This is an optimization exercise on Yosys and OpenROAD, whose aim is small area, a short achievable clock period and few clock cycles per item, not a production implementation.
RTL that was checked went through simulation tests only; none was proved equivalent to the original.
Function not checked in runs 2 to 5: the RTL went through the layout flow alone.
Power figures rest on the tool's default switching activity, not on a simulated workload.

[flow/config.mk]
export PLATFORM = sky130hd
export DESIGN_NAME = lz77_decomp_stream
export DESIGN_NICKNAME = lz77_decomp_stream
export VERILOG_FILES = /design/flow/design.v
export SDC_FILE = /design/flow/constraint.sdc
export NUM_CORES = 4
export LEC_CHECK = 0
export CAP_MARGIN = 20
export CORE_MARGIN = 2
export CORE_UTILIZATION = 40
export SLEW_MARGIN = 20
[flow/constraint.sdc]
create_clock -name core_clock -period 7.0 [get_ports {clk}]
set_input_delay 1.4000 -clock core_clock [delete_from_list [all_inputs] [get_ports {clk}]]
set_output_delay 1.4000 -clock core_clock [all_outputs]
set_load 0.01 [all_outputs]
[flow/design.v]
`timescale 1ns / 1ps
module lz77_decomp_core (
    input  logic        clk,
    input  logic        rst_n,
    input  logic        tok_valid,
    input  logic [7:0]  tok_dist,
    input  logic [3:0]  tok_len,
    input  logic [7:0]  tok_lit,
    input  logic        tok_last,
    output logic        tok_pop,
    input  logic        out_room,      
    output logic        out_push,
    output logic [7:0]  out_byte,
    output logic        out_last
);
    localparam int GBITS = 5;                  
    localparam int NGRP  = 256 >> GBITS;
    logic [7:0] hist [0:255];
    logic       c1_v, c1_copy, c1_last, c1_d1;
    logic [7:0] c1_lit;
    logic [7:0] sel;
    logic [3:0] k;                             
    logic       c2_v, c2_copy, c2_last, c2_byp;
    logic [7:0] c2_lit;
    logic [7-GBITS:0] c2_hi;
    logic [7:0] part [0:NGRP-1];
    logic shift, f2, f1;
    assign shift = c2_v && out_room;           
    assign f2    = !c2_v || out_room;          
    assign f1    = !c1_v || f2;                
    logic c2v_next;
    assign c2v_next = f2 ? c1_v : c2_v;
    logic n_copy;
    assign n_copy  = (k < tok_len);
    assign tok_pop = f1 && tok_valid && !n_copy;
    always_ff @(posedge clk) begin
        if (!rst_n) begin
            c1_v <= 1'b0;
            c2_v <= 1'b0;
            k    <= '0;
        end else begin
            if (f1) begin
                c1_v <= tok_valid;
                if (tok_valid) begin
                    if (n_copy) k <= k + 1'b1;
                    else        k <= '0;
                end
            end
            if (f2) c2_v <= c1_v;
        end
    end
    always_ff @(posedge clk) begin
        if (f1) begin
            c1_copy <= n_copy;
            c1_last <= tok_last && !n_copy;
            c1_lit  <= tok_lit;
            c1_d1   <= (tok_dist == 8'd1);
            sel     <= tok_dist - 8'd1 - {7'd0, c2v_next};
        end
        if (f2) begin
            c2_copy <= c1_copy;
            c2_last <= c1_last;
            c2_lit  <= c1_lit;
            c2_byp  <= c1_d1 && c2_v;
            c2_hi   <= sel[7:GBITS];
            for (int g = 0; g < NGRP; g++)
                part[g] <= hist[(g << GBITS) + sel[GBITS-1:0]];
        end
    end
    logic [7:0] nbyte;
    always_comb begin
        if (!c2_copy)    nbyte = c2_lit;
        else if (c2_byp) nbyte = hist[0];
        else             nbyte = part[c2_hi];
    end
    always_ff @(posedge clk) begin
        if (shift) begin
            hist[0] <= nbyte;
            for (int i = 1; i < 256; i++) hist[i] <= hist[i-1];
        end
    end
    assign out_push = shift;
    assign out_byte = nbyte;
    assign out_last = c2_last;
endmodule
`timescale 1ns/1ps
module lz77_decomp_stream (
    input  logic        clk,
    input  logic        rst_n,
    input  logic [19:0] s_axis_tdata,
    input  logic        s_axis_tvalid,
    output logic        s_axis_tready,
    input  logic        s_axis_tlast,
    output logic [7:0]  m_axis_tdata,
    output logic        m_axis_tvalid,
    input  logic        m_axis_tready,
    output logic        m_axis_tlast
);
    logic [20:0] q [0:1];
    logic        wp, rp;
    logic [1:0]  qcount;
    logic        in_rdy;
    assign s_axis_tready = in_rdy;
    logic push_tok, pop_tok;
    assign push_tok = s_axis_tvalid && in_rdy;
    logic [1:0] qcount_next;
    always_comb begin
        qcount_next = qcount + {1'b0, push_tok} - {1'b0, pop_tok};
    end
    always_ff @(posedge clk) begin
        if (!rst_n) begin
            wp     <= 1'b0;
            rp     <= 1'b0;
            qcount <= '0;
            in_rdy <= 1'b0;
        end else begin
            if (push_tok) wp <= !wp;
            if (pop_tok)  rp <= !rp;
            qcount <= qcount_next;
            in_rdy <= (qcount_next != 2'd2);
        end
    end
    always_ff @(posedge clk) begin
        if (in_rdy && !wp) q[0] <= {s_axis_tlast, s_axis_tdata};
        if (in_rdy &&  wp) q[1] <= {s_axis_tlast, s_axis_tdata};
    end
    logic [20:0] head;
    assign head = q[rp];
    logic       out_room, out_push, out_last;
    logic [7:0] out_byte;
    lz77_decomp_core u_core (
        .clk       (clk),
        .rst_n     (rst_n),
        .tok_valid (qcount != 2'd0),
        .tok_dist  (head[19:12]),
        .tok_len   (head[11:8]),
        .tok_lit   (head[7:0]),
        .tok_last  (head[20]),
        .tok_pop   (pop_tok),
        .out_room  (out_room),
        .out_push  (out_push),
        .out_byte  (out_byte),
        .out_last  (out_last)
    );
    logic       o_v, s_v;
    logic [8:0] o_d, s_d;
    assign out_room      = !s_v;
    assign m_axis_tvalid = o_v;
    assign m_axis_tdata  = o_d[7:0];
    assign m_axis_tlast  = o_d[8];
    logic pop;
    assign pop = o_v && m_axis_tready;
    always_ff @(posedge clk) begin
        if (!rst_n) begin
            o_v <= 1'b0;
            s_v <= 1'b0;
        end else begin
            if (!o_v || pop) begin
                o_v <= s_v || out_push;
                s_v <= s_v && out_push;
            end else begin
                s_v <= s_v || out_push;
            end
        end
    end
    always_ff @(posedge clk) begin
        if (!o_v || pop) begin
            if (s_v) o_d <= s_d;
            else     o_d <= {out_last, out_byte};
        end
        if (out_push && (s_v || (o_v && !pop))) s_d <= {out_last, out_byte};
    end
endmodule
[flow/run.sh]
#!/bin/bash
# synth_recipe.tcl (not shown) runs the flow's synth.tcl, then flattens the netlist and writes it again
# the make line also repeats each setting of config.mk as NAME=value (left out here)
make -C /OpenROAD-flow-scripts/flow DESIGN_CONFIG=/design/flow/config.mk WORK_HOME=/design/flow/orfs CLKGATE_MAP_FILE= SYNTH_SCRIPT=/design/flow/synth_recipe.tcl finish
==> impl_metrics.yaml, run 1 <==
power:
  power_frac_seq: 0.486
  power.share.clock: 0.338
  power_frac_comb: 0.176
  vdd_drop_max_uv: 349
  leakage_nw: 29.8
  switchingPower_mw: 10.2
  swShare: 0.299
  p_per_area_nw_per_um2: 374
  internal-power_mw: 24.1
global_routing:
  grt_pass1_vias: 45716
  gr-total-overflow: 0
  grt_pass1_wl_mm: 346
  antenna_found_initial: 13
  grt_usage: 0.234
  grt_max_degree: 183
drt:
  drt_first_pass_iters: 7
  wl_mm: 249
  ant_nets: 0
  drc: 0
  vias: 48228
  wl_per_cell_um: 33.7
  via_per_inst: 6.53
  drtIter0Drc: 8946
sta:
  fmax_ghz: 0.241
  maxSlewViolCount: 0
  finalCritPeriodShare: 0.592
  setup-tns-final_ns: 0
  layout_setup_ws_ns: 2.86
  hold_viol: 0
  period_minus_slack_ns: 4.14
  tightest_slew_ns: 1.20
  clock_skew_ns: 0.0370
  slew_headroom: 0.198
  setup_viol: 0
  rsz0062_at_grt: "false"
clock_network:
  cts_buffers: 216
  path_clk_slew_ns: 0.06
  cts_sinks: 2218
  ctsHoldBuffers: 0
  cts_setup_buffers: 0
  htree_num_levels: 4
  cts-root-buf: "clkbuf_16"
  cts_resized: 0
  max-clock-path-buffers: 3
  worstSkewPairLatency_ns: 0.87
  cts_tree: "built"
finish:
  syn_to_final_growth_pct: 12.8
  layout-drive-gt1-share: 0.103
  mostFrequentLayoutCells: "2205 x edfxtp_1, 710 x a22oi_1, 340 x and3_1"
  final_common_cell: "edfxtp_1"
  fin_nets: 4560
die:
  initial_core_util: 0.402
  rows: 165
  pin_count: 36
  die_area_um2: 207000
  dieHeight_um: 455
  die_w_um: 455
  core_area_um2: 202000
placed_design:
  port_buffers: 35
  gp_congestion: 0.863
  dp_worst_setup_slack_ns: 3.00
  post-dp-hpwl_mm: 132
run:
  maxCapViolCount: 0
yosys:
  avgSynthCellArea_um2: 18.1
  synth-edff-count: 2205
  synth-async-reset-ratio: 0
  ys_seq_area_frac: 0.817
  synth_cells: 4492
  synthDistinctLibCells: 59
  syn_area_um2: 81300
  ys_ff_latch: 2218
  yosys_warnings: 5
  synthFlopType: "edfxtp_1"
  syn_nets: 4525
critical_path:
  required_ns: 7.74
  timing.critical_path.fanout_max: 38
  path_class: "reg2reg"
  arrival_ns: 4.89
  cp-start-kind: "flip-flop"
  end_kind: "flip-flop"
status:
  outcome: "finished clean"
hold_path:
  hold_path.class: "reg2reg"
-- worst max-delay path, cell delays in order (launching register included) --
cell and delay, ns:
edfxtp_1 0.63, nor3_2 0.22, buf_4 0.47, buf_4 0.67, and2_4 0.97, buf_4 0.55
a2111oi_0 0.21, nand3_1 0.11, or4_1 0.12
-- power groups by stage --
stage                     Sequential [mW]  Combinational [mW]  Clock (mW)
after detailed placement             16.9                5.91           0
after global routing                 16.7                6.23        12.2
final                                16.7                6.04        11.6
after global placement               16.9                5.84           0
after floorplan                      17.3                3.13           0
after CTS                            16.6                5.90        11.7
-- per-layer routing --
layer | up-vias | part of all wire | GRT usage
li1 | 18834 | - | -
met1 | 25105 | 0.39 | 0.338
met2 | 3800 | 0.45 | 0.356
met3 | 485 | 0.13 | 0.0477
met4 | 4 | 0.033 | 0.0761
met5 | - | 0.000068 | 0
-- cell families after synthesis --
| group | after synthesis | synth area share |
|---|---|---|
| XOR/XNOR | 13 | 0.00140 |
| AO/OA/AOI/OAI | 921 | 0.0868 |
| AND/OR/NAND/NOR | 966 | 0.0712 |
| multiplexers | 41 | 0.00548 |
| flip-flops | 2218 | 0.817 |
| buffers and inverters | 325 | 0.0166 |
| adder cells (fa/ha/maj) | 8 | 0.00123 |
-- area by class of cell --
| type | instances | area [µm²] |
|---|---|---|
| well taps | 2672 | 3340 |
| repair buffers | 129 | 1220 |
| clock inverters | 120 | 1160 |
| diodes | 6 | 15.0 |
| fillers | 17020 | 110000 |
| flip-flops and latches | 2218 | 66500 |
| multi-input cells | 1949 | 13700 |
| inverters | 13 | 48.8 |
| clock buffers | 273 | 5790 |
-- sequential cells by signal, summed over array words and instances (netlist names), 2 cells and up --
register	cells
o_d	9
u_core.c2_lit	8
u_core.c2_hi	3
q	42
u_core.part	64
s_d	9
u_core.k	4
u_core.sel	8
u_core.c1_lit	8
qcount	2
u_core.hist	2048
-- stage by stage --
stage	util	cells	power, mW	hold slack, ns	cell area (µm²)
after floorplan	-	4492	20.5	0.400	81300
after detailed placement	0.419	6981	22.8	0.405	84800
after global placement	0.419	6981	22.7	0.403	84800
after global routing	0.454	7375	35.1	0.424	91700
final	0.454	7380	34.3	0.417	91700
after CTS	0.454	7374	34.2	0.419	91700
-- Yosys cell counts, types with 3 or more instances --
master | count | area share
edfxtp_1 | 2205 | 0.81
a22oi_1 | 710 | 0.066
and3_1 | 342 | 0.026
nand3_1 | 239 | 0.015
clkbuf_1 | 233 | 0.011
nand4_1 | 156 | 0.012
a2111oi_0 | 106 | 0.011
or4_1 | 62 | 0.0057
buf_2 | 42 | 0.0026
and2_1 | 36 | 0.0028
nand3b_1 | 34 | 0.0031
buf_1 | 23 | 0.0011
a21oi_1 | 22 | 0.0014
mux2i_1 | 22 | 0.0027
nand2_1 | 21 | 0.00097
nor2_1 | 19 | 0.00088
mux2_2 | 18 | 0.0025
nor2b_1 | 15 | 0.0012
dfxtp_1 | 13 | 0.0032
inv_1 | 13 | 0.00060
nor3_1 | 13 | 0.00080
o21ai_0 | 11 | 0.00068
a31oi_1 | 10 | 0.00077
a21boi_0 | 9 | 0.00083
buf_6 | 8 | 0.0011
ha_1 | 8 | 0.0012
o32a_1 | 8 | 0.00098
xnor2_1 | 8 | 0.00086
o31ai_1 | 7 | 0.00065
o32ai_1 | 7 | 0.00075
a2111oi_2 | 6 | 0.0011
a222oi_1 | 6 | 0.00074
a22o_1 | 5 | 0.00054
buf_4 | 5 | 0.00046
nor3b_1 | 5 | 0.00046
xor2_1 | 5 | 0.00054
nand2b_1 | 4 | 0.00031
nor4_1 | 4 | 0.00031
and2_0 | 3 | 0.00023
o21a_1 | 3 | 0.00028
or3_1 | 3 | 0.00023
-- worst paths after layout --
| path | start | to | slack [ns] | depth (start not counted) |
|---|---|---|---|---|
| worst min register to register | u_core.hist[105][1]$_DFFE_PP_ | u_core.hist[106][1]$_DFFE_PP_ | 0.42 | 0 |
| worst max-delay path | u_core.sel[4]$_DFFE_PP_ | u_core.part[5][6]$_DFFE_PN_ | 2.86 | 8 |
| worst min-delay path | u_core.hist[105][1]$_DFFE_PP_ | u_core.hist[106][1]$_DFFE_PP_ | 0.42 | 0 |
| worst max register to register | u_core.sel[4]$_DFFE_PP_ | u_core.part[5][6]$_DFFE_PN_ | 2.86 | 8 |
Testbench counts, summed over its fixed seeds: cycles 77,538, bytes 77,498.
==> run 2, diff against run 1 <==
--- a/flow/design.v
+++ b/flow/design.v
@@ -14,16 +14,20 @@
     output logic        out_last
 );
     localparam int GBITS = 5;                  
+    localparam int GSIZE = 1 << GBITS;
     localparam int NGRP  = 256 >> GBITS;
     logic [7:0] hist [0:255];
-    logic       c1_v, c1_copy, c1_last, c1_d1;
-    logic [7:0] c1_lit;
-    logic [7:0] sel;
-    logic [3:0] k;                             
-    logic       c2_v, c2_copy, c2_last, c2_byp;
-    logic [7:0] c2_lit;
-    logic [7-GBITS:0] c2_hi;
-    logic [7:0] part [0:NGRP-1];
+    logic             c1_v, c1_copy, c1_last, c1_d1;
+    logic [7:0]       c1_lit;
+    logic [GSIZE-1:0] lo_oh;                   
+    logic [7-GBITS:0] c1_hi;                   
+    logic [3:0]       k;                       
+    logic             c2_v, c2_last;
+    logic [NGRP-1:0]  c2_gsel;                 
+    logic             c2_psel;                 
+    logic             c2_lsel;                 
+    logic [7:0]       c2_lit;
+    logic [7:0]       part [0:NGRP-1];
     logic shift, f2, f1;
     assign shift = c2_v && out_room;           
     assign f2    = !c2_v || out_room;          
@@ -33,6 +37,8 @@
     logic n_copy;
     assign n_copy  = (k < tok_len);
     assign tok_pop = f1 && tok_valid && !n_copy;
+    logic [7:0] sel_n;
+    assign sel_n = tok_dist - 8'd1 - {7'd0, c2v_next};
     always_ff @(posedge clk) begin
         if (!rst_n) begin
             c1_v <= 1'b0;
@@ -55,23 +61,31 @@
             c1_last <= tok_last && !n_copy;
             c1_lit  <= tok_lit;
             c1_d1   <= (tok_dist == 8'd1);
-            sel     <= tok_dist - 8'd1 - {7'd0, c2v_next};
+            c1_hi   <= sel_n[7:GBITS];
+            for (int j = 0; j < GSIZE; j++)
+                lo_oh[j] <= (sel_n[GBITS-1:0] == j);
         end
         if (f2) begin
-            c2_copy <= c1_copy;
             c2_last <= c1_last;
             c2_lit  <= c1_lit;
-            c2_byp  <= c1_d1 && c2_v;
-            c2_hi   <= sel[7:GBITS];
+            c2_lsel <= !c1_copy;
+            c2_psel <= c1_copy && c1_d1 && c2_v;
             for (int g = 0; g < NGRP; g++)
-                part[g] <= hist[(g << GBITS) + sel[GBITS-1:0]];
+                c2_gsel[g] <= c1_copy && !(c1_d1 && c2_v) && (c1_hi == g);
+            for (int g = 0; g < NGRP; g++) begin
+                logic [7:0] acc;
+                acc = '0;
+                for (int j = 0; j < GSIZE; j++)
+                    acc = acc | (hist[g * GSIZE + j] & {8{lo_oh[j]}});
+                part[g] <= acc;
+            end
         end
     end
     logic [7:0] nbyte;
     always_comb begin
-        if (!c2_copy)    nbyte = c2_lit;
-        else if (c2_byp) nbyte = hist[0];
-        else             nbyte = part[c2_hi];
+        nbyte = (c2_lit & {8{c2_lsel}}) | (hist[0] & {8{c2_psel}});
+        for (int g = 0; g < NGRP; g++)
+            nbyte = nbyte | (part[g] & {8{c2_gsel[g]}});
     end
     always_ff @(posedge clk) begin
         if (shift) begin
--- a/flow/config.mk
+++ b/flow/config.mk
@@ -8,4 +8,5 @@
 export CAP_MARGIN = 20
 export CORE_MARGIN = 2
 export CORE_UTILIZATION = 40
+export SETUP_SLACK_MARGIN = 4.0
 export SLEW_MARGIN = 20
==> run 2 against run 1 <==
Compared with the run above:
- area after synthesis down 1.6%
- core utilization up 0.082 points
- synthesized cell count down 9.5%
- global-route usage down 2.0 points
- still clean on timing, DRC and antenna
- flip-flop and latch count up 32
- largest cell class unchanged
==> impl_metrics.yaml, run 2 <==
drt:
  vias: 44677
  via_per_inst: 6.37
  ant_nets: 0
  drt_first_pass_iters: 6
  drc: 0
  wl_mm: 226
  wl_per_cell_um: 32.2
  drtIter0Drc: 7465
finish:
  design_area_um2: 90600
  fin_nets: 4208
  regMostFlops: "u_core.hist"
  top_regs: "u_core.hist: 2048 flops, u_core.part: 64 flops, q: 42 flops"
  syn_to_final_growth_pct: 13.2
  layout-drive-gt1-share: 0.109
  largest_reg_flops: 2048
  mostFrequentLayoutCells: "2237 x edfxtp_1, 1048 x a22oi_1, 265 x nand4_1"
  final_common_cell: "edfxtp_1"
global_routing:
  grt_pass1_vias: 43027
  grt_pass1_wl_mm: 316
  gr-total-overflow: 0
  antenna_found_initial: 5
  grt_usage: 0.215
  grt_max_degree: 208
sta:
  tightest_slew_ns: 1.21
  slew_headroom: 0.191
  maxSlewViolCount: 0
  rsz0062_at_grt: "true"
  finalCritPeriodShare: 0.424
  hold_viol: 0
  period_minus_slack_ns: 2.97
  clock_skew_ns: 0.0691
  setup_viol: 0
  fmax_ghz: 0.337
  setup-tns-final_ns: 0
clock_network:
  htree_num_levels: 4
  max-clock-path-buffers: 3
  cts-root-buf: "clkbuf_16"
  cts_sinks: 2250
  ctsHoldBuffers: 0
  path_clk_slew_ns: 0.06
  cts_buffers: 213
  worstSkewPairLatency_ns: 0.86
  cts_tree: "built"
power:
  power.share.clock: 0.370
  switchingPower_mw: 7.80
  power_frac_seq: 0.541
  power_frac_comb: 0.090
  p_per_area_nw_per_um2: 342
  internal-power_mw: 23.2
  vdd_drop_max_uv: 238
  swShare: 0.251
  leakage_nw: 27.7
yosys:
  yosysMostFrequentCell: "edfxtp_1"
  ys_seq_area_frac: 0.843
  synthFlopType: "edfxtp_1"
  synth_top_area_frac: 0.840
  yosys_warnings: 5
  avgSynthCellArea_um2: 19.7
  syn_area_um2: 80000
  synth_cells: 4067
  synth_common_cells: "2237 x edfxtp_1, 1048 x a22oi_1, 265 x nand4_1, 126 x buf_1, 74 x clkbuf_1"
  netlist.top_cell.by_area: "edfxtp_1"
  synth_area_leaders: "edfxtp_1 84%, a22oi_1 9.8%, nand4_1 2.1%"
  ys_ff_latch: 2250
  synth-edff-count: 2237
  synth-async-reset-ratio: 0
  syn_nets: 4100
  synthDistinctLibCells: 53
die:
  initial_core_util: 0.402
  die_w_um: 451
  rows: 164
  die_area_um2: 204000
  core_area_um2: 199000
  pin_count: 36
  dieHeight_um: 451
critical_path:
  required_ns: 5.60
  timing.critical_path.cells: "clkdlybuf4s15_1"
  path_depth: 1
  ff2ff_path_depth: 13
  path_buf_inv: 1
  cp-start-kind: "flip-flop"
  cp_top_family: "flip-flops"
  timing.critical_path.fanout_max: 1
  max_stage_delay_ns: 0.37
  path_class: "reg2out"
  arrival_ns: 1.57
  end_kind: "output port"
  critPathSlowestCell: "edfxtp_1"
placed_design:
  port_buffers: 35
  placed_area_um2: 83600
  gp_congestion: 0.808
  post-dp-hpwl_mm: 114
status:
  outcome: "finished clean"
hold_path:
  min_path_cells: 0
  hold_path.class: "reg2reg"
run:
  maxCapViolCount: 0
==> run 2: per-stage QoR <==
stage                     worst slack, ns  utilization  instances  hold slack [ns]  power [mW]
after global placement               3.67        0.419       6608            0.404        19.7
after global routing                 3.91        0.455       7012            0.420        31.9
after CTS                            4.00        0.454       7007            0.410        31.1
after detailed placement             3.64        0.419       6608            0.408        19.7
final                                4.03        0.455       7014            0.403        31.0
after floorplan                    -24.45            -       4067            0.400        19.0
==> run 2: cell families after synthesis <==
logic type | share of synthesized area
buf+inv | 0.0127
flops | 0.843
simple gates | 0.0348
xor+xnor | 0.00161
mux | 0.00449
compound gates | 0.102
fa+ha+maj | 0.00125
==> run 2: power groups by stage <==
stage               Combinational [mW]  Sequential, mW  Clock [mW]
floorplan                         1.57            17.4           0
global placement                  2.71            17.0           0
detailed placement                2.73            17.0           0
CTS                               2.75            16.7        11.6
global route                      2.93            16.8        12.1
finish                            2.78            16.8        11.5
==> run 2: final cells by class <==
type | instances | area [µm²]
Fill cell | 16723 | 109000
Sequential cell | 2250 | 67400
Multi-Input combinational cell | 1566 | 11600
Clock buffer | 251 | 5520
Tap cell | 2656 | 3320
Clock inverter | 145 | 1370
Timing Repair Buffer | 136 | 1290
Inverter | 8 | 35.0
Antenna cell | 2 | 5.00
==> run 2: metal layers <==
layer  vias to the layer above  track usage  share of wire
met3                       407       0.0404           0.11
met2                      3018        0.326           0.46
li1                      17665            -              -
met5                         -            0        0.00023
met1                     23579        0.313           0.40
met4                         8       0.0673          0.031
==> run 2: path summary, 6_finish.rpt <==
kind,slack [ns],to,from
min reg2reg,0.40,u_core.hist[235][1]$_DFFE_PP_,u_core.hist[234][1]$_DFFE_PP_
max reg2reg,4.13,in_rdy$_SDFF_PN0_,rp$_SDFFE_PN0P_
min,0.40,u_core.hist[235][1]$_DFFE_PP_,u_core.hist[234][1]$_DFFE_PP_
max,4.03,m_axis_tdata[1],o_d[1]$_DFFE_PN_
==> run 2: what timing repair did <==
item                       in CTS  in global routing
pin swaps                       3                  1
gates resized for setup        26                  3
setup buffers                   3                  4
gates cloned                    0                  1
setup endpoints to repair     175                750
==> run 3, diff against run 2 <==
--- a/flow/config.mk
+++ b/flow/config.mk
@@ -8,5 +8,6 @@
 export CAP_MARGIN = 20
 export CORE_MARGIN = 2
 export CORE_UTILIZATION = 40
+export CTS_BUF_LIST = sky130_fd_sc_hd__clkbuf_4
 export SETUP_SLACK_MARGIN = 4.0
 export SLEW_MARGIN = 20
==> run 3 against run 2 <==
Compared with the run above:
- still clean on timing, DRC and antenna
- via count rose by 5.0%
- register-to-register slack worse by 0.09 ns
- global-route usage increased by 0.59 points
- design area about the same
- area after synthesis unchanged
- clock power down 4%
- count of clock-buffer cells in the layout is 543 higher
- sequential share of layout area about the same
- first-iteration DRC count down 2.5%
- non-clock buffer count is 4 higher
- critical path depth unchanged
- flip-flop and latch count did not move
- critical path type unchanged
- largest cell class unchanged
- largest power group unchanged
==> impl_metrics.yaml, run 3 <==
status:
  outcome: "finished clean"
power:
  leakage_nw: 28.4
  vdd_drop_max_uv: 163
  finalPower_mw: 30.5
  p_per_area_nw_per_um2: 337
yosys:
  yosys_warnings: 5
  synth_common_cells: "2237 x edfxtp_1, 1048 x a22oi_1, 265 x nand4_1, 126 x buf_1, 74 x clkbuf_1"
  synthDistinctLibCells: 53
  synth_cells: 4067
  synth-edff-count: 2237
  ys_ff_latch: 2250
  ys_seq_area_frac: 0.843
  yosysMostFrequentCell: "edfxtp_1"
  syn_nets: 4100
  syn_area_um2: 80000
  synthFlopType: "edfxtp_1"
  synth-async-reset-ratio: 0
  synth_top_area_frac: 0.840
  avgSynthCellArea_um2: 19.7
  netlist.top_cell.by_area: "edfxtp_1"
  synth_area_leaders: "edfxtp_1 84%, a22oi_1 9.8%, nand4_1 2.1%"
sta:
  tightest_slew_ns: 1.24
  layout_setup_ws_ns: 3.70
  setup-tns-final_ns: 0
  rsz0062_at_grt: "true"
  period_minus_slack_ns: 3.30
  clock_skew_ns: 0.168
  finalCritPeriodShare: 0.471
  setup_viol: 0
  maxSlewViolCount: 0
  hold_viol: 0
  fmax_ghz: 0.303
  slew_headroom: 0.175
critical_path:
  critPathLaunch: "o_d[5]$_DFFE_PN_"
  path_buf_inv: 1
  rrSetupSlack_ns: 4.04
  end_kind: "output port"
  max_stage_delay_ns: 0.40
  path_class: "reg2out"
  cp-start-kind: "flip-flop"
  timing.critical_path.fanout_max: 1
  timing.critical_path.cells: "buf_6"
  r2r-end: "o_d[2]$_DFFE_PN_"
  r2r_start: "u_core.c2_gsel[4]$_DFFE_PN_"
  ff2ff_path_depth: 4
  arrival_ns: 1.90
  critPathSlowestCell: "edfxtp_1"
  required_ns: 5.60
  cp_top_family: "flip-flops"
clock_network:
  cts_tree: "built"
  cts-root-buf: "clkbuf_4"
  cts_sinks: 2250
  htree_num_levels: 6
  worstSkewPairLatency_ns: 1.40
  cts_buffers: 582
  path_clk_slew_ns: 0.07
  max-clock-path-buffers: 4
global_routing:
  grt_usage: 0.220
  antenna_found_initial: 8
  gr-total-overflow: 0
  grt_max_degree: 191
  grt_pass1_vias: 46482
  grt_pass1_wl_mm: 325
finish:
  fin_cells: 7540
  mostFrequentLayoutCells: "2237 x edfxtp_1, 1048 x a22oi_1, 794 x clkbuf_4"
  fin_nets: 4581
  layout-drive-gt1-share: 0.207
  top_regs: "u_core.hist: 2048 flops, u_core.part: 64 flops, q: 42 flops"
  fin_util: 0.455
  regMostFlops: "u_core.hist"
  final_common_cell: "edfxtp_1"
  largest_reg_flops: 2048
  syn_to_final_growth_pct: 13.2
die:
  dieHeight_um: 451
  die_area_um2: 204000
  die_w_um: 451
  rows: 164
  initial_core_util: 0.402
  pin_count: 36
  core_area_um2: 199000
drt:
  wl_mm: 231
  wl_per_cell_um: 30.7
  drtIter0Drc: 7279
  drt_first_pass_iters: 6
  ant_nets: 0
  via_per_inst: 6.22
  drc: 0
  vias: 46929
placed_design:
  post-dp-hpwl_mm: 114
  port_buffers: 35
  dp_worst_setup_slack_ns: 3.64
  dp.cells: 6608
  gp_congestion: 0.808
run:
  maxCapViolCount: 0
hold_path:
  worstHoldStart: "u_core.hist[226][1]$_DFFE_PP_"
  min_path_cells: 0
  holdPathEnd: "u_core.hist[227][1]$_DFFE_PP_"
  hold_path.class: "reg2reg"
==> run 3: cell count changes in the layout (fill, tap and decap cells not counted), moves of 8 or more <==
cell       delta
buf_6         +8
clkbuf_16   -215
clkinv_2     -49
inv_2        +16
clkinv_1     +31
clkbuf_4    +794
clkbuf_1     -36
==> run 3: per-stage QoR <==
step / hold WS, ns / instance area, µm²
6_report: 0.325 / 90600
3_5_place_dp: 0.408 / 83600
4_1_cts: 0.333 / 90600
5_1_grt: 0.336 / 90600
3_3_place_gp: 0.404 / 83600
2_1_floorplan: 0.400 / 80000
==> run 3: kinds of logic after synthesis <==
| family | share of synthesized area |
|---|---|
| flops | 0.843 |
| compound gates | 0.102 |
| simple gates | 0.0348 |
| buf+inv | 0.0127 |
| mux | 0.00449 |
| xor+xnor | 0.00161 |
| fa+ha+maj | 0.00125 |
==> run 3: power by group <==
| group | switching, mW | internal, mW | leakage, nW |
|---|---|---|---|
| Clock | 5.28 | 5.67 | 4.07 |
| Sequential | 0.733 | 16.0 | 20.7 |
| Combinational | 1.97 | 0.835 | 3.64 |
| Total | 7.98 | 22.5 | 28.4 |
==> run 3: what timing repair did <==
item	4_1_cts	5_1_grt
cloned	2	0
buffers inserted	10	0
resized for setup	68	3
pin swaps	3	0
hold buffers	0	0
setup endpoints to repair	401	46
==> run 3: worst max path at each step <==
stage,endpoint,slack (ns),cells after the start
after floorplan,u_core.hist[0][0]$_DFFE_PP_,-24.45,1
after CTS,m_axis_tdata[5],3.54,1
after global routing,m_axis_tdata[5],3.61,1
after global placement,in_rdy$_SDFF_PN0_,3.67,11
final,m_axis_tdata[5],3.70,1
after detailed placement,u_core.lo_oh[21]$_DFFE_PP_,3.64,8
==> run 3: area by class of cell <==
type	count	area, µm²
fillers	17002	109000
flip-flops and latches	2250	67400
multi-input cells	1566	11600
clock buffers	794	5960
well taps	2656	3320
repair buffers	140	1370
clock inverters	120	820
inverters	8	35.0
diodes	6	15.0
==> run 3: layer usage <==
layer	GRT usage	vias to the layer above	routed length [µm]
met5	0	-	77
met4	0.0868	12	7720
met3	0.0559	501	27900
met2	0.329	3426	105000
met1	0.310	24323	90800
li1	-	18667	-
==> run 4, diff against run 3 <==
--- a/flow/design.v
+++ b/flow/design.v
@@ -35,7 +35,7 @@
     logic c2v_next;
     assign c2v_next = f2 ? c1_v : c2_v;
     logic n_copy;
-    assign n_copy  = (k < tok_len);
+    assign n_copy  = (k != tok_len);
     assign tok_pop = f1 && tok_valid && !n_copy;
     logic [7:0] sel_n;
     assign sel_n = tok_dist - 8'd1 - {7'd0, c2v_next};
@@ -110,55 +110,47 @@
     input  logic        m_axis_tready,
     output logic        m_axis_tlast
 );
-    logic [20:0] q [0:1];
-    logic        wp, rp;
-    logic [1:0]  qcount;
-    logic        in_rdy;
-    assign s_axis_tready = in_rdy;
-    logic push_tok, pop_tok;
-    assign push_tok = s_axis_tvalid && in_rdy;
-    logic [1:0] qcount_next;
-    always_comb begin
-        qcount_next = qcount + {1'b0, push_tok} - {1'b0, pop_tok};
-    end
+    logic [20:0] h_d, s_d;
+    logic        h_v, s_v;
+    assign s_axis_tready = !s_v;
+    logic acc, pop_tok;
+    assign acc = s_axis_tvalid && !s_v;
     always_ff @(posedge clk) begin
         if (!rst_n) begin
-            wp     <= 1'b0;
-            rp     <= 1'b0;
-            qcount <= '0;
-            in_rdy <= 1'b0;
+            h_v <= 1'b0;
+            s_v <= 1'b0;
         end else begin
-            if (push_tok) wp <= !wp;
-            if (pop_tok)  rp <= !rp;
-            qcount <= qcount_next;
-            in_rdy <= (qcount_next != 2'd2);
+            if (pop_tok || !h_v) begin
+                h_v <= s_v || acc;
+                s_v <= 1'b0;
+            end else begin
+                s_v <= s_v || acc;
+            end
         end
     end
     always_ff @(posedge clk) begin
-        if (in_rdy && !wp) q[0] <= {s_axis_tlast, s_axis_tdata};
-        if (in_rdy &&  wp) q[1] <= {s_axis_tlast, s_axis_tdata};
+        if (pop_tok || !h_v) h_d <= s_v ? s_d : {s_axis_tlast, s_axis_tdata};
+        if (!s_v)            s_d <= {s_axis_tlast, s_axis_tdata};
     end
-    logic [20:0] head;
-    assign head = q[rp];
     logic       out_room, out_push, out_last;
     logic [7:0] out_byte;
     lz77_decomp_core u_core (
         .clk       (clk),
         .rst_n     (rst_n),
-        .tok_valid (qcount != 2'd0),
-        .tok_dist  (head[19:12]),
-        .tok_len   (head[11:8]),
-        .tok_lit   (head[7:0]),
-        .tok_last  (head[20]),
+        .tok_valid (h_v),
+        .tok_dist  (h_d[19:12]),
+        .tok_len   (h_d[11:8]),
+        .tok_lit   (h_d[7:0]),
+        .tok_last  (h_d[20]),
         .tok_pop   (pop_tok),
         .out_room  (out_room),
         .out_push  (out_push),
         .out_byte  (out_byte),
         .out_last  (out_last)
     );
-    logic       o_v, s_v;
-    logic [8:0] o_d, s_d;
-    assign out_room      = !s_v;
+    logic       o_v, k_v;
+    logic [8:0] o_d, k_d;
+    assign out_room      = !k_v;
     assign m_axis_tvalid = o_v;
     assign m_axis_tdata  = o_d[7:0];
     assign m_axis_tlast  = o_d[8];
@@ -167,21 +159,18 @@
     always_ff @(posedge clk) begin
         if (!rst_n) begin
             o_v <= 1'b0;
-            s_v <= 1'b0;
+            k_v <= 1'b0;
         end else begin
             if (!o_v || pop) begin
-                o_v <= s_v || out_push;
-                s_v <= s_v && out_push;
+                o_v <= k_v || out_push;
+                k_v <= 1'b0;
             end else begin
-                s_v <= s_v || out_push;
+                k_v <= k_v || out_push;
             end
         end
     end
     always_ff @(posedge clk) begin
-        if (!o_v || pop) begin
-            if (s_v) o_d <= s_d;
-            else     o_d <= {out_last, out_byte};
-        end
-        if (out_push && (s_v || (o_v && !pop))) s_d <= {out_last, out_byte};
+        if (!o_v || pop) o_d <= k_v ? k_d : {out_last, out_byte};
+        if (!k_v)        k_d <= {out_last, out_byte};
     end
 endmodule
--- a/flow/config.mk
+++ b/flow/config.mk
@@ -8,6 +8,5 @@
 export CAP_MARGIN = 20
 export CORE_MARGIN = 2
 export CORE_UTILIZATION = 40
-export CTS_BUF_LIST = sky130_fd_sc_hd__clkbuf_4
-export SETUP_SLACK_MARGIN = 4.0
+export SETUP_SLACK_MARGIN = 4.4
 export SLEW_MARGIN = 20
==> run 4 against run 3 <==
Compared with the run above:
- design area is 0.73% lower
- area after synthesis rose by 0.13%
- hold slack gained 0.097 ns
- via count decreased by 5.5%
- clock skew is 0.14 ns lower
- global-route usage decreased by 0.85 points
- flip-flop and latch count down 3
- core utilization shrank 0.38 points
- critical path type unchanged
- largest cell class unchanged
- highest routed layer is now met4
==> impl_metrics.yaml, run 4 <==
placed_design:
  port_buffers: 35
  post-dp-hpwl_mm: 111
  gp_congestion: 0.809
sta:
  finalCritPeriodShare: 0.403
  fmax_ghz: 0.355
  clock_skew_ns: 0.0284
  period_minus_slack_ns: 2.82
  hold_viol: 0
  setup_viol: 0
  slew_headroom: 0.196
  maxSlewViolCount: 0
  rsz0062_at_grt: "true"
  setup-tns-final_ns: 0
  tightest_slew_ns: 1.21
yosys:
  synth_cells: 4034
  ys_ff_latch: 2247
  syn_area_um2: 80100
  synth-edff-count: 2207
  synthFlopType: "edfxtp_1"
  netlist.top_cell.by_area: "edfxtp_1"
  synth-async-reset-ratio: 0
  yosysMostFrequentCell: "edfxtp_1"
  synth_top_area_frac: 0.827
  synthDistinctLibCells: 35
  synth_common_cells: "2207 x edfxtp_1, 1048 x a22oi_1, 265 x nand4_1, 110 x buf_6, 64 x or4_1"
  avgSynthCellArea_um2: 19.9
  syn_nets: 4062
  yosys_warnings: 4
  ys_seq_area_frac: 0.837
  synth_area_leaders: "edfxtp_1 83%, a22oi_1 9.8%, nand4_1 2.1%"
global_routing:
  grt_max_degree: 215
  grt_pass1_wl_mm: 312
  gr-total-overflow: 0
  grt_pass1_vias: 42060
  antenna_found_initial: 1
  grt_usage: 0.212
hold_path:
  hold_path.class: "reg2reg"
die:
  dieHeight_um: 452
  rows: 164
  pin_count: 36
  core_area_um2: 199000
  initial_core_util: 0.402
  die_area_um2: 204000
  die_w_um: 452
drt:
  vias: 44342
  drtIter0Drc: 7346
  drt_first_pass_iters: 6
  drc: 0
  wl_per_cell_um: 32.0
  via_per_inst: 6.35
  ant_nets: 0
  wl_mm: 224
power:
  p_per_area_nw_per_um2: 322
  internal-power_mw: 22.3
  power_frac_comb: 0.051
  vdd_drop_max_uv: 275
  power_frac_seq: 0.551
  swShare: 0.227
  power.share.clock: 0.397
  switchingPower_mw: 6.56
  leakage_nw: 27.8
critical_path:
  end_kind: "output port"
  cp-start-kind: "flip-flop"
  critPathSlowestCell: "dfxtp_4"
  timing.critical_path.fanout_max: 5
  cp_top_family: "flip-flops"
  arrival_ns: 1.42
  path_class: "reg2out"
  required_ns: 5.60
  path_buf_inv: 3
  timing.critical_path.cells: "buf_12 -> inv_4 -> buf_6"
  max_stage_delay_ns: 0.35
finish:
  layout-drive-gt1-share: 0.106
  top_regs: "u_core.hist: 2048 flops, u_core.part: 64 flops, u_core.lo_oh: 32 flops"
  fill_cells: 16859
  multiInputGateArea_um2: 11200
  register_area_um2: 67100
  mostFrequentLayoutCells: "2207 x edfxtp_1, 1048 x a22oi_1, 265 x nand4_1"
  largest_reg_flops: 2048
  syn_to_final_growth_pct: 12.2
  fin_util: 0.451
  fin_nets: 4181
  final_common_cell: "edfxtp_1"
  regMostFlops: "u_core.hist"
clock_network:
  htree_num_levels: 4
  cts_sinks: 2247
  cts_buffers: 213
  path_clk_slew_ns: 0.06
  cts_tree: "built"
  cts-root-buf: "clkbuf_16"
  worstSkewPairLatency_ns: 0.84
  max-clock-path-buffers: 3
run:
  maxCapViolCount: 0
status:
  outcome: "finished clean"
[run 4: changes by cell type in the layout (fill, tap and decap cells not counted), moves of 28 or more]
cell       change
nor2_1        +31
edfxtp_1      -30
clkbuf_1      +50
clkbuf_16    +220
clkinv_2      +32
clkinv_1      -43
clkbuf_4     -794
dfxtp_1       +28
[run 4: routing by layer]
metal	global-route usage	routed length [µm]	vias to the layer above	share of wire
met5	0	0	-	0
met4	0.0561	5800	0	0.026
met3	0.0368	23700	397	0.11
met2	0.335	105000	2972	0.47
met1	0.305	89400	23481	0.40
li1	-	-	17492	-
[run 4: final cells by class]
class | count | area share
clock buffer | 270 | 0.0632
sequential | 2247 | 0.746
inverter | 7 | 0.000320
timing repair buffer | 142 | 0.0163
tap | 2656 | 0.0370
clock inverter | 117 | 0.0128
multi-input combinational | 1542 | 0.124
antenna | 6 | 0.000167
[run 4: final timing paths]
check | start | to | slack (ns) | depth (start not counted)
max | s_v$_SDFF_PP0_ | s_axis_tready | 4.18 | 3
min | u_core.c1_lit[6]$_DFFE_PN_ | u_core.c2_lit[6]$_DFFE_PN_ | 0.42 | 0
max reg2reg | u_core.lo_oh[18]$_DFFE_PN_ | u_core.part[3][0]$_DFFE_PN_ | 4.41 | 4
min reg2reg | u_core.c1_lit[6]$_DFFE_PN_ | u_core.c2_lit[6]$_DFFE_PN_ | 0.42 | 0
[run 4: cell families (layout without fill, tap and decap cells)]
| logic type | Yosys count | count (layout) | synth area share |
|---|---|---|---|
| flip-flops | 2247 | 2247 | 0.837 |
| other | 0 | 6 | 0 |
| buffers and inverters | 245 | 536 | 0.0239 |
| XOR/XNOR | 12 | 12 | 0.00131 |
| multiplexers | 32 | 32 | 0.00447 |
| adder cells (fa/ha/maj) | 3 | 3 | 0.000469 |
| AO/OA/AOI/OAI | 1074 | 1074 | 0.101 |
| AND/OR/NAND/NOR | 421 | 421 | 0.0318 |
[run 4: timing repair]
item	CTS	global route
hold buffers	0	0
endpoints found under the setup margin	1705	103
gates resized for setup	58	19
cloned	0	1
pin swaps	0	0
setup buffers	11	5
[run 4: power by group through the flow]
stage | clock network [mW] | registers (mW) | logic [mW]
6_report | 11.5 | 15.9 | 1.49
5_1_grt | 12.1 | 16.0 | 1.57
4_1_cts | 11.6 | 15.9 | 1.47
3_5_place_dp | 0 | 16.2 | 1.47
3_3_place_gp | 0 | 16.2 | 1.45
2_1_floorplan | 0 | 16.2 | 0.890
[run 4: stage by stage]
step                      total power [mW]  hold WS (ns)  cell area, µm²  setup slack [ns]  cells
after floorplan                       17.1         0.400           80100            -24.43   4034
after global placement                17.7         0.404           82800              3.91   6575
after detailed placement              17.7         0.405           82800              3.83   6576
after CTS                             29.0         0.419           89800              3.85   6974
after global routing                  29.6         0.434           89900              4.12   6986
final                                 28.9         0.422           89900              4.18   6987
[run 4: worst reg2reg max path, stage by stage, from the launching register on]
cell	delay, ns
edfxtp_1	0.84
buf_12	0.48
a22oi_1	0.35
nand4_1	0.12
or4_1	0.53
==> run 5, diff against run 4 <==
--- a/flow/design.v
+++ b/flow/design.v
@@ -16,7 +16,12 @@
     localparam int GBITS = 5;                  
     localparam int GSIZE = 1 << GBITS;
     localparam int NGRP  = 256 >> GBITS;
+    localparam int SEG = 16;
     logic [7:0] hist [0:255];
+    logic [$clog2(SEG)-1:0] rot;
+    logic                   started;   
+    logic                   ok;
+    assign ok = (rot == '0);
     logic             c1_v, c1_copy, c1_last, c1_d1;
     logic [7:0]       c1_lit;
     logic [GSIZE-1:0] lo_oh;                   
@@ -29,8 +34,8 @@
     logic [7:0]       c2_lit;
     logic [7:0]       part [0:NGRP-1];
     logic shift, f2, f1;
-    assign shift = c2_v && out_room;           
-    assign f2    = !c2_v || out_room;          
+    assign shift = c2_v && out_room && ok;     
+    assign f2    = ok && (!c2_v || out_room);  
     assign f1    = !c1_v || f2;                
     logic c2v_next;
     assign c2v_next = f2 ? c1_v : c2_v;
@@ -41,10 +46,14 @@
     assign sel_n = tok_dist - 8'd1 - {7'd0, c2v_next};
     always_ff @(posedge clk) begin
         if (!rst_n) begin
-            c1_v <= 1'b0;
-            c2_v <= 1'b0;
-            k    <= '0;
+            c1_v    <= 1'b0;
+            c2_v    <= 1'b0;
+            k       <= '0;
+            rot     <= '0;
+            started <= 1'b0;
         end else begin
+            if (shift)        started <= 1'b1;
+            if (!shift && started) rot <= rot + 1'b1;
             if (f1) begin
                 c1_v <= tok_valid;
                 if (tok_valid) begin
@@ -88,9 +97,11 @@
             nbyte = nbyte | (part[g] & {8{c2_gsel[g]}});
     end
     always_ff @(posedge clk) begin
-        if (shift) begin
-            hist[0] <= nbyte;
-            for (int i = 1; i < 256; i++) hist[i] <= hist[i-1];
+        for (int i = 0; i < 256; i++) begin
+            if (i % SEG != 0)  hist[i] <= hist[i-1];
+            else if (!shift)   hist[i] <= hist[i+SEG-1];
+            else if (i == 0)   hist[i] <= nbyte;
+            else               hist[i] <= hist[i-1];
         end
     end
     assign out_push = shift;
==> run 5 against run 4 <==
Compared with the run above:
- non-clock buffer count down 21
- via count fell by 16%
- critical path type unchanged
- setup slack better by 0.062 ns
- clock power decreased by 6%
- still clean
- die area down 24%
- core utilization rose by 1.4 points
- largest power group unchanged
- maximum frequency increased by 2.2%
- first-iteration DRC count shrank 45%
- design area fell by 22%
- hold slack got worse by 0.11 ns
- synthesized cell count rose by 4.3%
- flip-flop and latch count grew 5
- highest routed layer unchanged
==> impl_metrics.yaml, run 5 <==
critical_path:
  max_stage_delay_ns: 0.37
  path_depth: 1
  end_kind: "output port"
  path_buf_inv: 1
  ff2ff_path_depth: 5
  required_ns: 5.60
  critPathSlowestCell: "edfxtp_1"
  r2r_start: "u_core.lo_oh[25]$_DFFE_PN_"
  r2r-end: "u_core.part[2][7]$_DFFE_PP_"
  critPathLaunch: "o_d[2]$_DFFE_PP_"
  path_class: "reg2out"
  rrSetupSlack_ns: 4.39
  cp-start-kind: "flip-flop"
  arrival_ns: 1.36
  crit_end: "m_axis_tdata[2]"
  timing.critical_path.cells: "buf_2"
  cp_top_family: "flip-flops"
  timing.critical_path.fanout_max: 1
status:
  outcome: "finished clean"
die:
  die_w_um: 393
  pin_count: 36
  die_area_um2: 154000
  rows: 142
  initial_core_util: 0.404
  core_area_um2: 150000
  dieHeight_um: 393
yosys:
  synth_top_area_frac: 0.692
  muxShareOfSynthArea: 0.0294
  netlist.top_cell.by_area: "dfxtp_1"
  yosys_warnings: 4
  synth-compound-area-share: 0.134
  synth_top_family_by_area: "compound AO/OA/AOI/OAI gates"
  synthFlopType: "dfxtp_1"
  ys_ff_latch: 2252
  synthDistinctLibCells: 46
  avgSynthCellArea_um2: 14.4
  ys_seq_area_frac: 0.771
  synthAdderAreaFrac: 0.00103
  synth_common_cells: "2093 x dfxtp_1, 1049 x a22oi_1, 267 x nand4_1, 167 x clkbuf_1, 159 x edfxtp_1"
  yosysMostFrequentCell: "dfxtp_1"
  synth-async-reset-ratio: 0
  syn_nets: 4238
  synth_cells: 4208
  synth-edff-count: 159
  synth-xor-area-share: 0.00217
  synth_area_leaders: "dfxtp_1 69%, a22oi_1 13%, edfxtp_1 7.9%"
  syn_area_um2: 60500
  synthSimpleGateAreaFrac: 0.0437
sta:
  hold_viol: 0
  setup_viol: 0
  clock_skew_ns: 0.0416
  maxSlewViolCount: 0
  setup-tns-final_ns: 0
  hold_slack_ns: 0.314
  period_minus_slack_ns: 2.76
  fmax_ghz: 0.363
  layout_setup_ws_ns: 4.24
  slew_headroom: 0.222
  finalCritPeriodShare: 0.394
  tightest_slew_ns: 1.17
  rsz0062_at_grt: "true"
placed_design:
  gp_congestion: 0.812
  dp_worst_setup_slack_ns: 3.96
  post-dp-hpwl_mm: 95.1
  dp.cells: 6076
  port_buffers: 35
hold_path:
  hold_path.class: "reg2reg"
  worstHoldStart: "u_core.hist[238][2]$_DFF_P_"
clock_network:
  cts_sinks: 2252
  max-clock-path-buffers: 3
  htree_num_levels: 4
  cts-root-buf: "clkbuf_16"
  path_clk_slew_ns: 0.07
  cts_tree: "built"
  worstSkewPairLatency_ns: 0.84
  cts_buffers: 198
finish:
  layout-drive-gt1-share: 0.120
  final_common_cell: "dfxtp_1"
  mostFrequentLayoutCells: "2089 x dfxtp_1, 1048 x a22oi_1, 267 x nand4_1"
  top_regs: "u_core.hist: 2048 flops, u_core.part: 64 flops, u_core.lo_oh: 32 flops"
  regMostFlops: "u_core.hist"
  antennaDiodeCount: 0
  largest_reg_flops: 2048
  fin_nets: 4307
  fin_cells: 6458
  syn_to_final_growth_pct: 15.3
drt:
  wl_per_cell_um: 28.2
  ant_nets: 0
  drt_first_pass_iters: 6
  wl_mm: 182
  drc: 0
  vias: 37108
  drtIter0Drc: 4053
  via_per_inst: 5.75
power:
  finalPower_mw: 25.3
  vdd_drop_max_uv: 334
  leakage_nw: 26.2
  p_per_area_nw_per_um2: 362
global_routing:
  gr-total-overflow: 0
  grt_usage: 0.230
  grt_pass1_vias: 37392
  grt_use_met2: 0.365
  use_met3: 0.0394
  grt_max_degree: 65
  met1_usage: 0.317
  antenna_found_initial: 2
  top_usage_layer: "met2"
  grt_pass1_wl_mm: 259
run:
  maxCapViolCount: 0
run 5: cell types whose count changed after synthesis, moves of 5 or more:
| cell | previous run | this run |
|---|---|---|
| dfxtp_1 | 40 | 2093 |
| edfxtp_1 | 2207 | 159 |
| clkbuf_1 | 41 | 167 |
| buf_6 | 110 | 13 |
| mux2_1 | 0 | 69 |
| buf_1 | 5 | 69 |
| mux2_2 | 30 | 89 |
| buf_2 | 55 | 4 |
| buf_4 | 26 | 0 |
| nand2_1 | 12 | 24 |
| nand3_1 | 10 | 4 |
| xnor2_1 | 6 | 11 |
run 5: worst min-delay path by stage:
| stage | to | slack [ns] | cells after the start |
|---|---|---|---|
| global route | u_core.hist[239][2]$_DFF_P_ | 0.32 | 0 |
| detailed placement | u_core.hist[46][2]$_DFF_P_ | 0.34 | 0 |
| CTS | u_core.hist[215][2]$_DFF_P_ | 0.31 | 0 |
| finish | u_core.hist[239][2]$_DFF_P_ | 0.31 | 0 |
| floorplan | u_core.hist[109][1]$_DFF_P_ | 0.33 | 0 |
| global placement | u_core.hist[49][1]$_DFF_P_ | 0.33 | 0 |
run 5: where the power goes:
group | internal (mW) | switching, mW
sequential | 13.2 | 0.186
clock | 6.05 | 4.78
combinational | 0.183 | 0.900
run 5: logic make-up after synthesis:
logic type / after synthesis
DFF: 2252
AOI/OAI and AO/OA: 1080
and+or+nand+nor: 434
buffers and inverters: 264
muxes: 158
xor gates and xnor gates: 15
adders and majority gates: 5
run 5: per-stage QoR:
stage	utilization	instance area, µm²
finish	0.465	69800
global route	0.465	69800
detailed placement	0.420	62900
CTS	0.464	69500
global placement	0.419	62900
floorplan	-	60500
run 5: cell type report:
cell class,instances,area (µm²)
fillers,13157,80200
flip-flops and latches,2252,46700
multi-input cells,1694,12900
clock buffers,306,5910
well taps,2016,2520
repair buffers,121,1100
clock inverters,59,594
inverters,10,41.3
run 5: per-layer routing:
metal | part of all wire | wire length (µm)
met1 | 0.43 | 78900
met2 | 0.46 | 83300
met3 | 0.080 | 14600
met4 | 0.031 | 5640
met5 | 0 | 0
run 5: repair_timing:
| item | 4_1_cts | 5_1_grt |
|---|---|---|
| buffers inserted | 5 | 10 |
| hold buffers | 0 | 0 |
| setup endpoints to repair | 189 | 141 |
| pin swaps | 4 | 10 |
| resized for setup | 70 | 42 |
| hold endpoints to repair | 0 | 0 |
| cloned | 0 | 2 |
==> run 6, diff against run 5 <==
--- a/flow/design.v
+++ b/flow/design.v
@@ -18,7 +18,7 @@
     localparam int NGRP  = 256 >> GBITS;
     localparam int SEG = 16;
     logic [7:0] hist [0:255];
-    logic [$clog2(SEG)-1:0] rot;
+    logic [3:0]             rot;       
     logic                   started;   
     logic                   ok;
     assign ok = (rot == '0);
--- a/flow/config.mk
+++ b/flow/config.mk
@@ -8,5 +8,7 @@
 export CAP_MARGIN = 20
 export CORE_MARGIN = 2
 export CORE_UTILIZATION = 40
+export CTS_CLUSTER_DIAMETER = 100
+export CTS_CLUSTER_SIZE = 30
 export SETUP_SLACK_MARGIN = 4.4
 export SLEW_MARGIN = 20
==> run 6 against run 5 <==
Compared with the run above:
- final cell count down 3.4%
- setup slack better by 0.067 ns
- still clean on timing, DRC and antenna
- clock power down 42%
- flip-flop and latch count unchanged
- non-clock buffer count unchanged
- total power down 18%
- wire length down 1.8%
- die area unchanged
- maximum frequency up 2.5%
- via count down 2.5%
- largest cell class unchanged
==> impl_metrics.yaml, run 6 <==
status:
  outcome: "finished clean"
power:
  swShare: 0.239
  power_frac_comb: 0.053
  leakage_nw: 24.1
  switchingPower_mw: 4.93
  power_frac_seq: 0.646
  internal-power_mw: 15.7
  p_per_area_nw_per_um2: 315
  vdd_drop_max_uv: 197
  finalPower_mw: 20.7
  power.share.clock: 0.301
sta:
  maxSlewViolCount: 0
  finalCritPeriodShare: 0.384
  fmax_ghz: 0.372
  period_minus_slack_ns: 2.69
  clock_skew_ns: 0.0319
  hold_viol: 0
  layout_setup_ws_ns: 4.31
  rsz0062_at_grt: "true"
  setup_viol: 0
  slew_headroom: 0.233
  setup-tns-final_ns: 0
  hold_slack_ns: 0.334
  tightest_slew_ns: 1.15
yosys:
  ys_seq_area_frac: 0.771
  syn_area_um2: 60500
  synth-async-reset-ratio: 0
  avgSynthCellArea_um2: 14.4
  yosys_warnings: 4
  synth_top_area_frac: 0.692
  synth_cells: 4208
  netlist.top_cell.by_area: "dfxtp_1"
  synthDistinctLibCells: 46
  synth_common_cells: "2093 x dfxtp_1, 1049 x a22oi_1, 267 x nand4_1, 167 x clkbuf_1, 159 x edfxtp_1"
  synthFlopType: "dfxtp_1"
  synth-edff-count: 159
  ys_ff_latch: 2252
  synth_area_leaders: "dfxtp_1 69%, a22oi_1 13%, edfxtp_1 7.9%"
  syn_nets: 4238
  yosysMostFrequentCell: "dfxtp_1"
drt:
  via_per_inst: 5.80
  ant_nets: 0
  wl_mm: 179
  drtIter0Drc: 3974
  vias: 36180
  drc: 0
  drt_first_pass_iters: 8
  wl_per_cell_um: 28.7
run:
  maxCapViolCount: 0
global_routing:
  grt_pass1_wl_mm: 254
  use_met3: 0.0357
  grt_max_degree: 65
  top_usage_layer: "met2"
  grt_usage: 0.225
  gr-total-overflow: 0
  grt_pass1_vias: 36072
  antenna_found_initial: 4
  grt_use_met2: 0.361
  met1_usage: 0.316
clock_network:
  cts_buffers: 85
  cts-root-buf: "clkbuf_16"
  max-clock-path-buffers: 3
  worstSkewPairLatency_ns: 0.75
  cts_tree: "built"
  htree_num_levels: 3
  cts_sinks: 2252
  path_clk_slew_ns: 0.11
  ctsHoldBuffers: 0
critical_path:
  cp_top_family: "flip-flops"
  path_buf_inv: 1
  critPathSlowestCell: "edfxtp_1"
  timing.critical_path.cells: "buf_2"
  cp-start-kind: "flip-flop"
  path_class: "reg2out"
  end_kind: "output port"
  arrival_ns: 1.29
  max_stage_delay_ns: 0.39
  required_ns: 5.60
  timing.critical_path.fanout_max: 1
die:
  pin_count: 36
  initial_core_util: 0.404
  die_w_um: 393
  die_area_um2: 154000
  dieHeight_um: 393
  core_area_um2: 150000
  rows: 142
placed_design:
  post-dp-hpwl_mm: 95.1
  gp_congestion: 0.812
  port_buffers: 35
  dp_worst_setup_slack_ns: 3.96
  dp.cells: 6076
finish:
  fill_cells: 13521
  mostFrequentLayoutCells: "2088 x dfxtp_1, 1048 x a22oi_1, 267 x nand4_1"
  register_area_um2: 46700
  multiInputGateArea_um2: 12900
  fin_nets: 4194
  regMostFlops: "u_core.hist"
  syn_to_final_growth_pct: 8.58
  antennaDiodeCount: 0
  final_common_cell: "dfxtp_1"
  top_regs: "u_core.hist: 2048 flops, u_core.part: 64 flops, u_core.lo_oh: 32 flops"
  layout-drive-gt1-share: 0.0763
  largest_reg_flops: 2048
  fin_cells: 6236
hold_path:
  hold_path.class: "reg2reg"
-- run 6: final timing paths --
| kind | cells after the start | slack [ns] | start | endpoint |
|---|---|---|---|---|
| hold reg to reg | 0 | 0.33 | u_core.hist[132][4]$_DFF_P_ | u_core.hist[133][4]$_DFF_P_ |
| hold / removal | 0 | 0.33 | u_core.hist[132][4]$_DFF_P_ | u_core.hist[133][4]$_DFF_P_ |
| setup reg to reg | 12 | 4.39 | u_core.rot[0]$_SDFFE_PN0P_ | u_core.lo_oh[25]$_DFFE_PN_ |
| setup / recovery | 1 | 4.31 | o_d[2]$_DFFE_PP_ | m_axis_tdata[2] |
-- run 6: power by group through the flow --
| stage | clock network, mW | logic, mW | registers, mW |
|---|---|---|---|
| after floorplan | 0 | 0.441 | 13.5 |
| after global placement | 0 | 1.01 | 13.6 |
| after detailed placement | 0 | 1.02 | 13.6 |
| after CTS | 6.28 | 1.03 | 13.3 |
| after global routing | 6.73 | 1.09 | 13.4 |
| final | 6.23 | 1.09 | 13.4 |
-- run 6: layout make-up --
type	count	share of cell area
Timing Repair Buffer	121	0.0165
Clock inverter	6	0.00129
Clock buffer	137	0.0360
Inverter	10	0.000628
Sequential cell	2252	0.710
Multi-Input combinational cell	1694	0.197
Tap cell	2016	0.0384
-- run 6: kinds of logic (layout without fill, tap and decap cells) --
family,count (synthesis),after routing,synth area share
flip-flops,2252,2252,0.771
AO/OA/AOI/OAI,1080,1080,0.134
AND/OR/NAND/NOR,434,436,0.0437
buffers and inverters,264,274,0.0181
multiplexers,158,158,0.0294
XOR/XNOR,15,15,0.00217
adder cells (fa/ha/maj),5,5,0.00103
-- run 6: per-layer routing --
layer  part of all wire  routed length, µm
met4              0.028               4970
met3              0.073              13100
met5                  0                  0
met2               0.46              82600
met1               0.44              78500
-- run 6: stage by stage --
stage | instance area (µm²) | util
floorplan | 60500 | -
CTS | 65500 | 0.437
global route | 65700 | 0.438
finish | 65700 | 0.438
detailed placement | 62900 | 0.420
global placement | 62900 | 0.419
-- run 6: worst reg2reg max path, delay by kind of cell (launching register included) --
| kind | cells | cell delay, ns |
|---|---|---|
| XOR/XNOR | 1 | 0.24 |
| adder cells (fa/ha/maj) | 3 | 0.58 |
| AND/OR/NAND/NOR | 5 | 0.87 |
| buffers and inverters | 2 | 0.12 |
| AO/OA/AOI/OAI | 1 | 0.27 |
| flip-flops | 1 | 0.34 |
-- run 6: what timing repair did --
action | in CTS | in global routing
gates cloned | 0 | 2
pin swaps | 4 | 11
resized for setup | 69 | 41
setup buffers | 5 | 10
endpoints found under the setup margin | 190 | 147
Testbench counts of run 6, summed over its fixed seeds: cycles 77,530, bytes 77,498.
==> run 7, diff against run 6 <==
--- a/flow/config.mk
+++ b/flow/config.mk
@@ -7,7 +7,7 @@
 export LEC_CHECK = 0
 export CAP_MARGIN = 20
 export CORE_MARGIN = 2
-export CORE_UTILIZATION = 40
+export CORE_UTILIZATION = 55
 export CTS_CLUSTER_DIAMETER = 100
 export CTS_CLUSTER_SIZE = 30
 export SETUP_SLACK_MARGIN = 4.4
==> run 7 against run 6 <==
Compared with the run above:
- still clean on timing, DRC and antenna
- critical path depth is the same
- flip-flop and latch count is the same
- count of clock-buffer cells in the layout shrank 9
- first-iteration DRC count grew 3.9%
- global-route usage grew 8.3 points
- sequential power is essentially flat
- clock skew shrank 0.0032 ns
- wire length shrank 1.5%
- core utilization grew 16 points
- area after synthesis is the same
- design area shrank 1.2%
- non-clock buffer count grew 5
- critical endpoint is now m_axis_tdata[7]
- largest cell class unchanged
==> impl_metrics.yaml, run 7 <==
status:
  outcome: "finished clean"
yosys:
  synthFlopType: "dfxtp_1"
  synthSimpleGateAreaFrac: 0.0437
  synth_top_area_frac: 0.692
  ys_seq_area_frac: 0.771
  synth-xor-area-share: 0.00217
  syn_area_um2: 60500
  yosys_warnings: 4
  syn_nets: 4238
  synth-edff-count: 159
  synthDistinctLibCells: 46
  synth_cells: 4208
  ys_ff_latch: 2252
  synth-compound-area-share: 0.134
  synth-async-reset-ratio: 0
  netlist.top_cell.by_area: "dfxtp_1"
  synth_common_cells: "2093 x dfxtp_1, 1049 x a22oi_1, 267 x nand4_1, 167 x clkbuf_1, 159 x edfxtp_1"
  synthAdderAreaFrac: 0.00103
  avgSynthCellArea_um2: 14.4
  muxShareOfSynthArea: 0.0294
  synth_top_family_by_area: "compound AO/OA/AOI/OAI gates"
  yosysMostFrequentCell: "dfxtp_1"
  synth_area_leaders: "dfxtp_1 69%, a22oi_1 13%, edfxtp_1 7.9%"
finish:
  fin_util: 0.596
  fin_nets: 4197
  final_common_cell: "dfxtp_1"
  mostFrequentLayoutCells: "2088 x dfxtp_1, 1048 x a22oi_1, 267 x nand4_1"
  layout-drive-gt1-share: 0.0757
  regMostFlops: "u_core.hist"
  largest_reg_flops: 2048
  design_area_um2: 64900
  syn_to_final_growth_pct: 7.27
  top_regs: "u_core.hist: 2048 flops, u_core.part: 64 flops, u_core.lo_oh: 32 flops"
critical_path:
  cp_top_family: "flip-flops"
  end_kind: "output port"
  path_class: "reg2out"
  crit_end: "m_axis_tdata[7]"
  path_depth: 1
  arrival_ns: 1.37
  critPathLaunch: "o_d[7]$_DFFE_PP_"
  timing.critical_path.fanout_max: 1
  ff2ff_path_depth: 3
  path_buf_inv: 1
  max_stage_delay_ns: 0.49
  required_ns: 5.60
  cp-start-kind: "flip-flop"
  r2r-end: "o_d[5]$_DFFE_PP_"
  critPathSlowestCell: "edfxtp_1"
  rrSetupSlack_ns: 4.38
  timing.critical_path.cells: "buf_6"
  r2r_start: "u_core.c2_gsel[5]$_DFFE_PP_"
clock_network:
  cts_tree: "built"
  cts_buffers: 85
  htree_num_levels: 3
  path_clk_slew_ns: 0.11
  cts_sinks: 2252
  worstSkewPairLatency_ns: 0.73
  cts-root-buf: "clkbuf_16"
  max-clock-path-buffers: 3
power:
  power.share.clock: 0.299
  power_frac_seq: 0.645
  leakage_nw: 24.1
  vdd_drop_max_uv: 268
  p_per_area_nw_per_um2: 318
  swShare: 0.237
  switchingPower_mw: 4.89
  internal-power_mw: 15.7
  power_frac_comb: 0.056
die:
  die_w_um: 336
  core_area_um2: 109000
  rows: 121
  die_area_um2: 113000
  pin_count: 36
  dieHeight_um: 336
  initial_core_util: 0.555
sta:
  maxSlewViolCount: 0
  setup-tns-final_ns: 0
  fmax_ghz: 0.362
  tightest_slew_ns: 1.20
  slew_headroom: 0.201
  rsz0062_at_grt: "true"
  hold_viol: 0
  setup_viol: 0
  period_minus_slack_ns: 2.77
  clock_skew_ns: 0.0286
  finalCritPeriodShare: 0.395
placed_design:
  gp_congestion: 0.797
  post-dp-hpwl_mm: 93.3
  port_buffers: 35
  placed_area_um2: 62200
global_routing:
  antenna_found_initial: 2
  grt_max_degree: 61
  grt_usage: 0.308
  grt_pass1_vias: 35639
  grt_pass1_wl_mm: 251
  gr-total-overflow: 0
drt:
  wl_mm: 177
  via_per_inst: 6.37
  drtIter0Drc: 4128
  vias: 35865
  ant_nets: 0
  drc: 0
  wl_per_cell_um: 31.4
  drt_first_pass_iters: 6
hold_path:
  worstHoldStart: "u_core.hist[215][1]$_DFF_P_"
  hold_path.class: "reg2reg"
run:
  maxCapViolCount: 0
[run 7: cell families after synthesis]
group                      after synthesis
buffers and inverters                  264
DFF                                   2252
xor gates and xnor gates                15
muxes                                  158
AOI/OAI and AO/OA                     1080
adders and majority gates                5
and+or+nand+nor                        434
[run 7: worst min path at each step]
stage,depth (start not counted),to,slack [ns]
global placement,0,u_core.hist[153][3]$_DFF_P_,0.33
detailed placement,0,u_core.hist[141][1]$_DFF_P_,0.34
CTS,0,u_core.hist[216][1]$_DFF_P_,0.33
finish,0,u_core.hist[216][1]$_DFF_P_,0.33
global route,0,u_core.hist[216][1]$_DFF_P_,0.33
floorplan,0,u_core.hist[109][1]$_DFF_P_,0.33
[run 7: power groups by stage]
stage	Combinational, mW	Clock [mW]	Sequential [mW]
final	1.16	6.16	13.3
after global routing	1.16	6.65	13.3
after CTS	1.12	6.22	13.3
after detailed placement	1.09	0	13.6
after global placement	1.08	0	13.6
after floorplan	0.441	0	13.5
[run 7: repair_timing]
action                                  4_1_cts  5_1_grt
buffers inserted                             11        2
gates cloned                                  1        0
hold buffers                                  0        0
endpoints found under the setup margin      187       59
pin swaps                                     1        8
gates resized for setup                      74       37
[run 7: stage by stage]
stage	power (mW)	worst slack [ns]	std cells	hold WS (ns)
3_5_place_dp	14.7	3.92	5480	0.336
5_1_grt	21.1	4.21	5628	0.333
3_3_place_gp	14.7	3.92	5480	0.333
6_report	20.6	4.23	5629	0.326
2_1_floorplan	14.0	4.31	4208	0.331
4_1_cts	20.6	4.21	5626	0.326
[run 7: cell type report]
class | instances | area, µm²
antenna | 1 | 2.50
clock buffer | 128 | 2330
clock inverter | 6 | 73.8
fill | 8573 | 44100
inverter | 10 | 41.3
multi-input combinational | 1692 | 12900
sequential | 2252 | 46700
tap | 1414 | 1770
timing repair buffer | 126 | 1150
[run 7: metal layers]
layer / GRT usage / vias up / wire [µm]
li1: - / 15649 / -
met1: 0.439 / 18455 / 78500
met2: 0.498 / 1458 / 81500
met3: 0.0377 / 301 / 11400
met4: 0.0834 / 2 / 5080
met5: 0 / - / 8

==> port drivers added, routing unchanged <==
The flow's constraints put no driver on any port. The routed layouts listed below were extracted and timed again, unchanged, in two steps. Step 1 (the two cells are an assumption about what drives the block):
set clk [get_ports {clk}]
set_driving_cell -lib_cell sky130_fd_sc_hd__clkbuf_16 $clk
set_driving_cell -lib_cell sky130_fd_sc_hd__buf_2 [delete_from_list [all_inputs] $clk]
Step 2 also shifts input and output timing later by t, the mid clock arrival at the registers, as if the neighbouring blocks saw the same clock. a / b / c = no drivers / after step 1 / after step 2; a / b = the first two.
| run | t (ns) | setup slack, ns | worst data-port slew with drivers (ns) |
|---|---|---|---|
| run 1 | 0.933 | 2.855 / 2.855 / 2.855 | 0.05 |
| run 2 | 0.918 | 4.033 / 3.945 / 3.768 | 0.09 |
| run 3 | 1.401 | 3.703 / 3.620 / 3.780 | 0.09 |
| run 4 | 0.911 | 4.180 / 4.089 / 4.339 | 0.04 |
| run 5 | 0.894 | 4.242 / 4.166 / 3.945 | 0.05 |
| run 6 | 0.805 | 4.309 / 4.234 / 3.944 | 0.05 |
| run 7 | 0.793 | 4.235 / 4.155 / 3.926 | 0.08 |
After both steps setup and hold are still met in every run listed. The setup slack of run 6, which loses most, moves by -0.075 ns with the drivers and by -0.365 ns with both steps.
